Background: an optimization exercise with open tools, aiming at small area. Do not read the settings as production practice.
Function was checked by simulation only, so behaviour that the tests miss may differ from the original.
The clock port is modelled as an ideal driver, which makes a skipped or thinned clock tree look cheaper than it is; a real chip needs a root buffer or a tree.
Power and IR drop assume default switching activity.

== the baseline ==
==> flow/design.v <==
module STI_DAC(clk ,reset, load, pi_data, pi_length, pi_fill, pi_msb, pi_low, pi_end,
	       so_data, so_valid,
	       pixel_finish, pixel_dataout, pixel_addr,
	       pixel_wr);
input		clk, reset;
input		load, pi_msb, pi_low, pi_end;
input	[15:0]	pi_data;
input	[1:0]	pi_length;
input		pi_fill;
output		so_data;
output reg	so_valid;
output		pixel_finish;
output reg	pixel_wr;
output reg [7:0] pixel_addr;
output reg [7:0] pixel_dataout;
reg [2:0] i;
reg [1:0] c;
reg done;
wire late = (pi_fill ^ pi_msb) & pi_length[1];
wire [1:0] c_first = {late, late & ~pi_length[0]};
wire [1:0] c_last = late ? 2'd1 : pi_length;
wire byte_end = (i == 3'd7);
wire last = byte_end && (c == c_last);
wire hi = (pi_length == 2'd0) ? pi_low : (pi_msb ^ c[0]);
assign so_data = ~c[1] & pi_data[{hi, i ^ {3{pi_msb}}}];
assign pixel_finish = done | (pixel_wr & (&pixel_addr));
always @(posedge clk or posedge reset) begin
	if (reset) begin
		so_valid <= 1'b0;
		pixel_wr <= 1'b0;
		pixel_addr <= 8'd0;
		done <= 1'b0;
	end
	else begin
		so_valid <= so_valid ? ~last : load;
		pixel_wr <= so_valid ? byte_end : (pi_end & ~pixel_finish);
		pixel_addr <= pixel_addr + {7'd0, pixel_wr};
		done <= pixel_finish;
	end
end
always @(posedge clk) begin
	i <= so_valid ? i + 3'd1 : 3'd0;
	c <= so_valid ? c + {1'b0, byte_end} : c_first;
	pixel_dataout <= so_valid ? {pixel_dataout[6:0], so_data} : 8'd0;
end
endmodule
Settings: LEC_CHECK=0, CAP_MARGIN=20, CORE_AREA=2.3 2.72 57.5 59.84, DIE_AREA=0 0 59.8 62.56, SLEW_MARGIN=20; clock period 5.0 ns.
standard.sh (not shown) runs the stock make flow with config.mk's settings and CLKGATE_MAP_FILE= SYNTH_SCRIPT=/design/flow/synth_recipe.tcl, a recipe that flattens the netlist after the stock synthesis.
==> flow/flow/run.sh <==
#!/bin/bash
# Standard ORFS layout, with these changes: the ABC step of the standard synthesis
# maps for area (flow/area.script) with no adder cells, the port buffers are buf_1 cells, and the
# clock reaches the registers through a single buffer (flow/cts.tcl) instead of
# CTS's tree.
set -euo pipefail
W=$(pwd)
cat > "$W/area_synth.tcl" <<EOT
proc abc {args} {
  set i [lsearch -exact \$args -script]
  if {\$i >= 0} { lset args [expr {\$i + 1}] $W/flow/area.script }
  yosys abc {*}\$args
}
source $W/synth_recipe.tcl
EOT
export CLOCK_BUFFER_CELL=sky130_fd_sc_hd__clkbuf_4 CLOCK_BUFFER_COUNT=2
bash standard.sh SYNTH_SCRIPT="$W/area_synth.tcl" \
  BUFFER_PORTS_ARGS="-buffer_cell sky130_fd_sc_hd__buf_1" \
  ADDER_MAP_FILE= PRE_CTS_TCL="$W/flow/cts.tcl" finish > "$W/standard.log" 2>&1
Other scripts of this flow, unchanged in this note and not shown: flow/flow/area.script, flow/flow/cts.tcl
Setup changes, the baseline to the candidate
==> flow/design.v <==
module STI_DAC(clk ,reset, load, pi_data, pi_length, pi_fill, pi_msb, pi_low, pi_end,
	       so_data, so_valid,
	       pixel_finish, pixel_dataout, pixel_addr,
	       pixel_wr);
input		clk, reset;
input		load, pi_msb, pi_low, pi_end;
input	[15:0]	pi_data;
input	[1:0]	pi_length;
input		pi_fill;
output		so_data;
output reg	so_valid;
output		pixel_finish;
output reg	pixel_wr;
output reg [7:0] pixel_addr;
output reg [7:0] pixel_dataout;
reg [2:0] i;
reg [1:0] c;
reg done;
wire late = (pi_fill ^ pi_msb) & pi_length[1];
wire [1:0] c_first = {late, late & ~pi_length[0]};
wire [1:0] c_last = late ? 2'd1 : pi_length;
wire byte_end = (i == 3'd7);
wire last = byte_end && (c == c_last);
wire hi = (pi_length == 2'd0) ? pi_low : (pi_msb ^ c[0]);
assign so_data = ~c[1] & pi_data[{hi, i ^ {3{pi_msb}}}];
assign pixel_finish = done | (pixel_wr & (&pixel_addr));
always @(posedge clk or posedge reset) begin
	if (reset) begin
		so_valid <= 1'b0;
		pixel_wr <= 1'b0;
		done <= 1'b0;
	end
	else begin
		so_valid <= so_valid ? ~last : load;
		pixel_wr <= so_valid ? byte_end : (pi_end & ~pixel_finish);
		done <= pixel_finish;
	end
end
always @(posedge clk)
	pixel_addr <= reset ? 8'd0 : pixel_addr + {7'd0, pixel_wr};
always @(posedge clk) begin
	i <= so_valid ? i + 3'd1 : 3'd0;
	c <= so_valid ? c + {1'b0, byte_end} : c_first;
	pixel_dataout <= so_valid ? {pixel_dataout[6:0], so_data} : 8'd0;
end
endmodule
--- outcome ---
Maximum frequency on the candidate is behind the baseline.
Looking at share of the clock period used by the worst path, the candidate sits 0.57 points higher than the baseline does.
Routability-driven placement congestion ratio: higher on the baseline
Diff the baseline -> the candidate: net load switching power went down 18%; routed length on met1 level.
Diff the baseline..the candidate | layout net count | unchanged
NOTE via count the baseline->the candidate increased slightly
In the candidate the final area turned out 2.4% lower than in the baseline.
Diff the baseline..the candidate | register-to-register setup slack | negligible
No run of this note takes its clock network from TritonCTS; it comes from the design's own scripts or RTL.

========
before:
Starting RTL as in the previous note.
==> module STI_DAC, before the edit <==
module STI_DAC(clk ,reset, load, pi_data, pi_length, pi_fill, pi_msb, pi_low, pi_end,
	       so_data, so_valid,
	       pixel_finish, pixel_dataout, pixel_addr,
	       pixel_wr);
input		clk, reset;
input		load, pi_msb, pi_low, pi_end;
input	[15:0]	pi_data;
input	[1:0]	pi_length;
input		pi_fill;
output		so_data;
output reg	so_valid;
output		pixel_finish;
output reg	pixel_wr;
output reg [7:0] pixel_addr;
output reg [7:0] pixel_dataout;
reg [2:0] i;
reg [1:0] c;
reg done;
wire late = (pi_fill ^ pi_msb) & pi_length[1];
wire [1:0] c_first = {late, late & ~pi_length[0]};
wire [1:0] c_last = late ? 2'd1 : pi_length;
wire byte_end = (i == 3'd7);
wire last = byte_end && (c == c_last);
wire hi = (pi_length == 2'd0) ? pi_low : (pi_msb ^ c[0]);
assign so_data = ~c[1] & pi_data[{hi, i ^ {3{pi_msb}}}];
assign pixel_finish = done | (pixel_wr & (&pixel_addr));
always @(posedge clk or posedge reset) begin
	if (reset) begin
		so_valid <= 1'b0;
		pixel_wr <= 1'b0;
		pixel_addr <= 8'd0;
		done <= 1'b0;
	end
	else begin
		so_valid <= so_valid ? ~last : load;
		pixel_wr <= so_valid ? byte_end : (pi_end & ~pixel_finish);
		pixel_addr <= pixel_addr + {7'd0, pixel_wr};
		done <= pixel_finish;
	end
end
always @(posedge clk) begin
	i <= so_valid ? i + 3'd1 : 3'd0;
	c <= so_valid ? c + {1'b0, byte_end} : c_first;
	pixel_dataout <= so_valid ? {pixel_dataout[6:0], so_data} : 8'd0;
end
endmodule
export LEC_CHECK = 0
export CAP_MARGIN = 20
export CORE_AREA = 2.3 2.72 57.5 59.84
export DIE_AREA = 0 0 59.8 62.56
export SLEW_MARGIN = 20
create_clock -name core_clock -period 5.0 [get_ports {clk}]
==> flow/flow/run.sh <==
#!/bin/bash
# Standard ORFS layout, with these changes: the ABC step of the standard synthesis
# maps for area (flow/area.script) with no adder cells, the port buffers are buf_1 cells, and the
# clock reaches the registers through a single buffer (flow/cts.tcl) instead of
# CTS's tree.
set -euo pipefail
W=$(pwd)
cat > "$W/area_synth.tcl" <<EOT
proc abc {args} {
  set i [lsearch -exact \$args -script]
  if {\$i >= 0} { lset args [expr {\$i + 1}] $W/flow/area.script }
  yosys abc {*}\$args
}
source $W/synth_recipe.tcl
EOT
export CLOCK_BUFFER_CELL=sky130_fd_sc_hd__clkbuf_4 CLOCK_BUFFER_COUNT=3
bash standard.sh SYNTH_SCRIPT="$W/area_synth.tcl" \
  BUFFER_PORTS_ARGS="-buffer_cell sky130_fd_sc_hd__buf_1" \
  ADDER_MAP_FILE= PRE_CTS_TCL="$W/flow/cts.tcl" finish > "$W/standard.log" 2>&1
Other scripts of this flow, unchanged in this note and not shown: flow/flow/area.script, flow/flow/cts.tcl
before completed end to end with timing, DRC and antenna clean.
Inputs modified between before and after:
--- a/flow/design.v
+++ b/flow/design.v
@@ -26,20 +26,20 @@
 assign pixel_finish = done | (pixel_wr & (&pixel_addr));
 always @(posedge clk or posedge reset) begin
 	if (reset) begin
 		so_valid <= 1'b0;
 		pixel_wr <= 1'b0;
-		pixel_addr <= 8'd0;
 		done <= 1'b0;
 	end
 	else begin
 		so_valid <= so_valid ? ~last : load;
 		pixel_wr <= so_valid ? byte_end : (pi_end & ~pixel_finish);
-		pixel_addr <= pixel_addr + {7'd0, pixel_wr};
 		done <= pixel_finish;
 	end
 end
+always @(posedge clk)
+	pixel_addr <= reset ? 8'd0 : pixel_addr + {7'd0, pixel_wr};
 always @(posedge clk) begin
 	i <= so_valid ? i + 3'd1 : 3'd0;
 	c <= so_valid ? c + {1'b0, byte_end} : c_first;
 	pixel_dataout <= so_valid ? {pixel_dataout[6:0], so_data} : 8'd0;
 end
Results
Having completed the whole flow, after delivered a layout that passed the timing, DRC and antenna checks. Going from before to after, worst setup slack went down 0.022 ns, maximum clock frequency went down 0.0013 GHz, layout-stage area growth over the synthesis result went up 0.68 points, clock distribution power went up about 0.8%. Relative to before, worst supply voltage drop on vdd has gone down in after. Compared with before, after shows first-pass GRT wire length higher by 55 µm. From before to after the numbers moved as follows: worst slack on hold paths has decreased; final count of hold timing violations has remained practically unchanged; via count has increased; per-instance average area after synthesis has decreased. The estimated power of after ends up lower than the estimate for before.
In every run of this note, the design's own scripts or RTL, not TritonCTS, make the clock network.

========
Another version of the RTL of STI_DAC (not shown whole).
Size: about 110 cells after synthesis, ~23 flip-flops, roughly 45 I/O pins.
==> module STI_DAC, before the edit <==
module STI_DAC(clk ,reset, load, pi_data, pi_length, pi_fill, pi_msb, pi_low, pi_end,
	       so_data, so_valid,
	       pixel_finish, pixel_dataout, pixel_addr,
	       pixel_wr);
input		clk, reset;
input		load, pi_msb, pi_low, pi_end;
input	[15:0]	pi_data;
input	[1:0]	pi_length;
input		pi_fill;
output		so_data;
output reg	so_valid;
output		pixel_finish;
output reg	pixel_wr;
output reg [7:0] pixel_addr;
output reg [7:0] pixel_dataout;
reg i0;
reg [2:1] i21;
wire [2:0] i = {i21, i0};
reg [1:0] c;
wire done = i0 & ~so_valid;
wire late = (pi_fill ^ pi_msb) & pi_length[1];
wire [1:0] c_first = {late, late & ~pi_length[0]};
wire [1:0] c_last = late ? 2'd1 : pi_length;
wire byte_end = (i == 3'd7);
wire last = byte_end && (c == c_last);
wire hi = (pi_length == 2'd0) ? pi_low : (pi_msb ^ c[0]);
assign so_data = ~c[1] & pi_data[{hi, i ^ {3{pi_msb}}}];
assign pixel_finish = done | (pixel_wr & (&pixel_addr));
always @(posedge clk or posedge reset) begin
	if (reset) begin
		so_valid <= 1'b0;
		pixel_wr <= 1'b0;
		i0 <= 1'b0;
	end
	else begin
		so_valid <= so_valid ? ~last : load;
		pixel_wr <= so_valid ? byte_end : (pi_end & ~pixel_finish);
		i0 <= so_valid ? ~i0 : pixel_finish;
	end
end
always @(posedge clk)
	pixel_addr <= reset ? 8'd0 : pixel_addr + {7'd0, pixel_wr};
always @(posedge clk) begin
	i21 <= so_valid ? i21 + {1'b0, i0} : 2'd0;
	c <= so_valid ? c + {1'b0, byte_end} : c_first;
	pixel_dataout <= so_valid ? {pixel_dataout[6:0], so_data} : 8'd0;
end
endmodule
==> flow/config.mk <==
export PLATFORM = sky130hd
export DESIGN_NAME = STI_DAC
export DESIGN_NICKNAME = STI_DAC
export VERILOG_FILES = /design/flow/design.v
export SDC_FILE = /design/flow/constraint.sdc
export NUM_CORES = 4
export LEC_CHECK = 0
export CAP_MARGIN = 20
export CORE_AREA = 2.3 2.72 57.5 59.84
export DIE_AREA = 0 0 59.8 62.56
export SLEW_MARGIN = 20
==> flow/constraint.sdc <==
create_clock -name core_clock -period 5.0 [get_ports {clk}]
set_input_delay 1.0000 -clock core_clock [delete_from_list [all_inputs] [get_ports {clk}]]
set_output_delay 1.0000 -clock core_clock [all_outputs]
set_load 0.01 [all_outputs]
==> flow/flow/run.sh <==
#!/bin/bash
# Standard ORFS layout, with these changes: the ABC step of the standard synthesis
# maps for area (flow/area.script) with no adder cells, the port buffers are buf_1 cells, and the
# clock reaches the registers through a single buffer (flow/cts.tcl) instead of
# CTS's tree.
set -euo pipefail
W=$(pwd)
cat > "$W/area_synth.tcl" <<EOT
proc abc {args} {
  set i [lsearch -exact \$args -script]
  if {\$i >= 0} { lset args [expr {\$i + 1}] $W/flow/area.script }
  yosys abc {*}\$args
}
source $W/synth_recipe.tcl
EOT
export CLOCK_BUFFER_CELL=sky130_fd_sc_hd__clkbuf_4 CLOCK_BUFFER_COUNT=2
bash standard.sh SYNTH_SCRIPT="$W/area_synth.tcl" \
  BUFFER_PORTS_ARGS="-buffer_cell sky130_fd_sc_hd__buf_1" \
  ADDER_MAP_FILE= PRE_CTS_TCL="$W/flow/cts.tcl" finish > "$W/standard.log" 2>&1
Other scripts of this flow, unchanged in this note and not shown: flow/flow/area.script, flow/flow/cts.tcl
Then changed:
--- a/flow/design.v
+++ b/flow/design.v
@@ -29,18 +29,18 @@
 always @(posedge clk or posedge reset) begin
 	if (reset) begin
 		so_valid <= 1'b0;
 		pixel_wr <= 1'b0;
+		pixel_addr <= 8'd0;
 		i0 <= 1'b0;
 	end
 	else begin
 		so_valid <= so_valid ? ~last : load;
 		pixel_wr <= so_valid ? byte_end : (pi_end & ~pixel_finish);
+		pixel_addr <= pixel_addr + {7'd0, pixel_wr};
 		i0 <= so_valid ? ~i0 : pixel_finish;
 	end
 end
-always @(posedge clk)
-	pixel_addr <= reset ? 8'd0 : pixel_addr + {7'd0, pixel_wr};
 always @(posedge clk) begin
 	i21 <= so_valid ? i21 + {1'b0, i0} : 2'd0;
 	c <= so_valid ? c + {1'b0, byte_end} : c_first;
 	pixel_dataout <= so_valid ? {pixel_dataout[6:0], so_data} : 8'd0;
Global-route usage went down by 0.18 points.
Power increases by roughly a tenth.
Die area is unchanged.
Cell count goes down slightly.
Setup slack gains 14 ps.
First-iteration DRC count came out lower by a quarter to a third.
Register-to-register slack improves by 60 ps.
Flip-flop and latch count does not change.
Core utilization came out higher by 0.91 points.
Combinational power climbs by about a fifth.
Via count fell by a few percent.
Maximum frequency is higher slightly.
Routed wire length falls by a few percent.
Final area rose by a few percent.
No run of this note takes its clock network from TritonCTS; it comes from the design's own scripts or RTL.

========
## run H
Another version of the RTL of STI_DAC (not shown whole).
Size: about 110 cells after synthesis, roughly 45 I/O pins.
==> module STI_DAC, before the edit <==
module STI_DAC(clk ,reset, load, pi_data, pi_length, pi_fill, pi_msb, pi_low, pi_end,
	       so_data, so_valid,
	       pixel_finish, pixel_dataout, pixel_addr,
	       pixel_wr);
input		clk, reset;
input		load, pi_msb, pi_low, pi_end;
input	[15:0]	pi_data;
input	[1:0]	pi_length;
input		pi_fill;
output		so_data;
output reg	so_valid;
output		pixel_finish;
output reg	pixel_wr;
output reg [7:0] pixel_addr;
output reg [7:0] pixel_dataout;
reg i0;
reg [2:1] i21n;
wire [2:1] i21 = ~i21n;
wire [2:0] i = {i21, i0};
reg [1:0] cn;
wire [1:0] c = ~cn;
wire done = i0 & ~so_valid;
wire early = pi_length[1] & ~(pi_fill ^ pi_msb);
wire byte_end = (i == 3'd7);
wire last = byte_end && (c == 2'd1);
wire zero = ~early ? c[1] : (pi_length[0] ? ~c[1] : (c == 2'd1));
wire hi = (pi_length == 2'd0) ? pi_low :
	(pi_msb ^ c[0] ^ (early & ~pi_length[0]));
assign so_data = ~zero & pi_data[{hi, i ^ {3{pi_msb}}}];
assign pixel_finish = done | (pixel_wr & (&pixel_addr));
always @(posedge clk or posedge reset) begin
	if (reset) begin
		so_valid <= 1'b0;
		pixel_wr <= 1'b0;
		i0 <= 1'b0;
	end
	else begin
		so_valid <= (so_valid & ~last) | load;
		pixel_wr <= so_valid ? byte_end : (pi_end & ~pixel_finish);
		i0 <= so_valid ? ~i0 : pixel_finish;
	end
end
always @(posedge clk)
	pixel_addr <= reset ? 8'd0 : pixel_addr + {7'd0, pixel_wr};
always @(posedge clk) begin
	i21n <= ~(so_valid ? i21 + {1'b0, i0} : 2'd0);
	cn <= ~(so_valid ? c + {1'b0, byte_end} : {pi_length[1], ~pi_length[0]});
	pixel_dataout <= so_valid ? {pixel_dataout[6:0], so_data} : 8'd0;
end
endmodule
export LEC_CHECK = 0
export CAP_MARGIN = 20
export CORE_AREA = 2.3 2.72 57.5 59.84
export DIE_AREA = 0 0 59.8 62.56
export SLEW_MARGIN = 20
create_clock -name core_clock -period 5.0 [get_ports {clk}]
==> flow/flow/run.sh <==
#!/bin/bash
# Standard ORFS layout, with these changes: the ABC step of the standard synthesis
# maps for area (flow/area.script) with no adder cells, the port buffers are buf_1 cells, and the
# clock reaches the registers through a single buffer (flow/cts.tcl) instead of
# CTS's tree.
set -euo pipefail
W=$(pwd)
cat > "$W/area_synth.tcl" <<EOT
proc abc {args} {
  set i [lsearch -exact \$args -script]
  if {\$i >= 0} { lset args [expr {\$i + 1}] $W/flow/area.script }
  yosys abc {*}\$args
}
source $W/synth_recipe.tcl
EOT
export CLOCK_BUFFER_CELL=sky130_fd_sc_hd__buf_4 CLOCK_BUFFER_COUNT=2
bash standard.sh SYNTH_SCRIPT="$W/area_synth.tcl" \
  BUFFER_PORTS_ARGS="-buffer_cell sky130_fd_sc_hd__buf_1" \
  ADDER_MAP_FILE= PRE_CTS_TCL="$W/flow/cts.tcl" finish > "$W/standard.log" 2>&1
Other scripts of this flow, unchanged in this note and not shown: flow/flow/area.script, flow/flow/cts.tcl
Run H went all the way through synthesis, placement and routing and the layout is clean on timing, DRC and antenna.
The inputs of run F differ from those of run H as listed below.
-- flow/design.v --
<<< run H, line 33
		so_valid <= 1'b0;
		pixel_wr <= 1'b0;
		i0 <= 1'b0;
	end
>>> run F, line 33
		so_valid <= 1'b0;
		pixel_wr <= 1'b0;
		pixel_addr <= 8'd0;
		i0 <= 1'b0;
	end
<<< run H, line 38
		so_valid <= (so_valid & ~last) | load;
		pixel_wr <= so_valid ? byte_end : (pi_end & ~pixel_finish);
		i0 <= so_valid ? ~i0 : pixel_finish;
	end
end
always @(posedge clk)
	pixel_addr <= reset ? 8'd0 : pixel_addr + {7'd0, pixel_wr};
always @(posedge clk) begin
	i21n <= ~(so_valid ? i21 + {1'b0, i0} : 2'd0);
>>> run F, line 39
		so_valid <= (so_valid & ~last) | load;
		pixel_wr <= so_valid ? byte_end : (pi_end & ~pixel_finish);
		pixel_addr <= pixel_addr + {7'd0, pixel_wr};
		i0 <= so_valid ? ~i0 : pixel_finish;
	end
end
always @(posedge clk) begin
	i21n <= ~(so_valid ? i21 + {1'b0, i0} : 2'd0);
Results
Diff run H -> run F | final worst-path cycle share | increase of 1.6 points. Sequential share of layout area ended up 2.3 points higher on run F than on run H. The multi-input logic cell count reported for run F is smaller than that of run H by about 2.6%. Compared with run H, in run F post-detailed-route DRC marker count essentially unchanged; final cell count without fillers essentially unchanged. From run H to run F the numbers moved as follows: overall power after layout rose 88 µW; power per cell area rose about 12%; global router's overall resource usage about even; signal arrival time at the worst endpoint rose 80 ps. Sort run F and run H by post-synthesis to final-layout area growth, ascending, and run F comes first.
In every run of this note, the design's own scripts or RTL, not TritonCTS, make the clock network.

re-timing with driven ports:
The results above use ideal ports. As a check the final layouts listed here were re-extracted and re-timed, cells and wires unchanged. Step 1 sets driving cells, clkbuf_16 on the clock port and buf_2 on the other inputs (assumed; they add their load-dependent delay and slew). Step 2 moves the port delays by t, midway between the first and last clock arrival at a register: inputs arrive t later, outputs are due t later. That takes back most of the time a late clock gives input paths. Slacks: ideal / step 1 / step 2; pairs: ideal / step 1.
| run | shift t [ns] | setup slack, ns | worst register clock-pin slew, ns |
|---|---|---|---|
| the baseline | 0.197 | 0.916 / 0.889 / 0.889 | 0.12 / 0.12 |
| the candidate | 0.192 | 0.887 / 0.858 / 0.858 | 0.11 / 0.11 |
| before | 0.175 | 0.916 / 0.889 / 0.889 | 0.08 / 0.08 |
| after | 0.177 | 0.894 / 0.864 / 0.864 | 0.09 / 0.09 |
| the first run of note 3 | 0.194 | 0.785 / 0.752 / 0.752 | 0.12 / 0.12 |
| the second run of note 3 | 0.193 | 0.799 / 0.776 / 0.776 | 0.11 / 0.11 |
| run H | 0.165 | 0.944 / 0.917 / 0.917 | 0.11 / 0.11 |
| run F | 0.168 | 0.863 / 0.837 / 0.837 | 0.11 / 0.11 |
After both steps setup and hold are still met in every run listed. For the first run of note 3, which loses most, drivers alone change the setup slack by -0.033 ns; drivers and shift together by -0.033 ns.
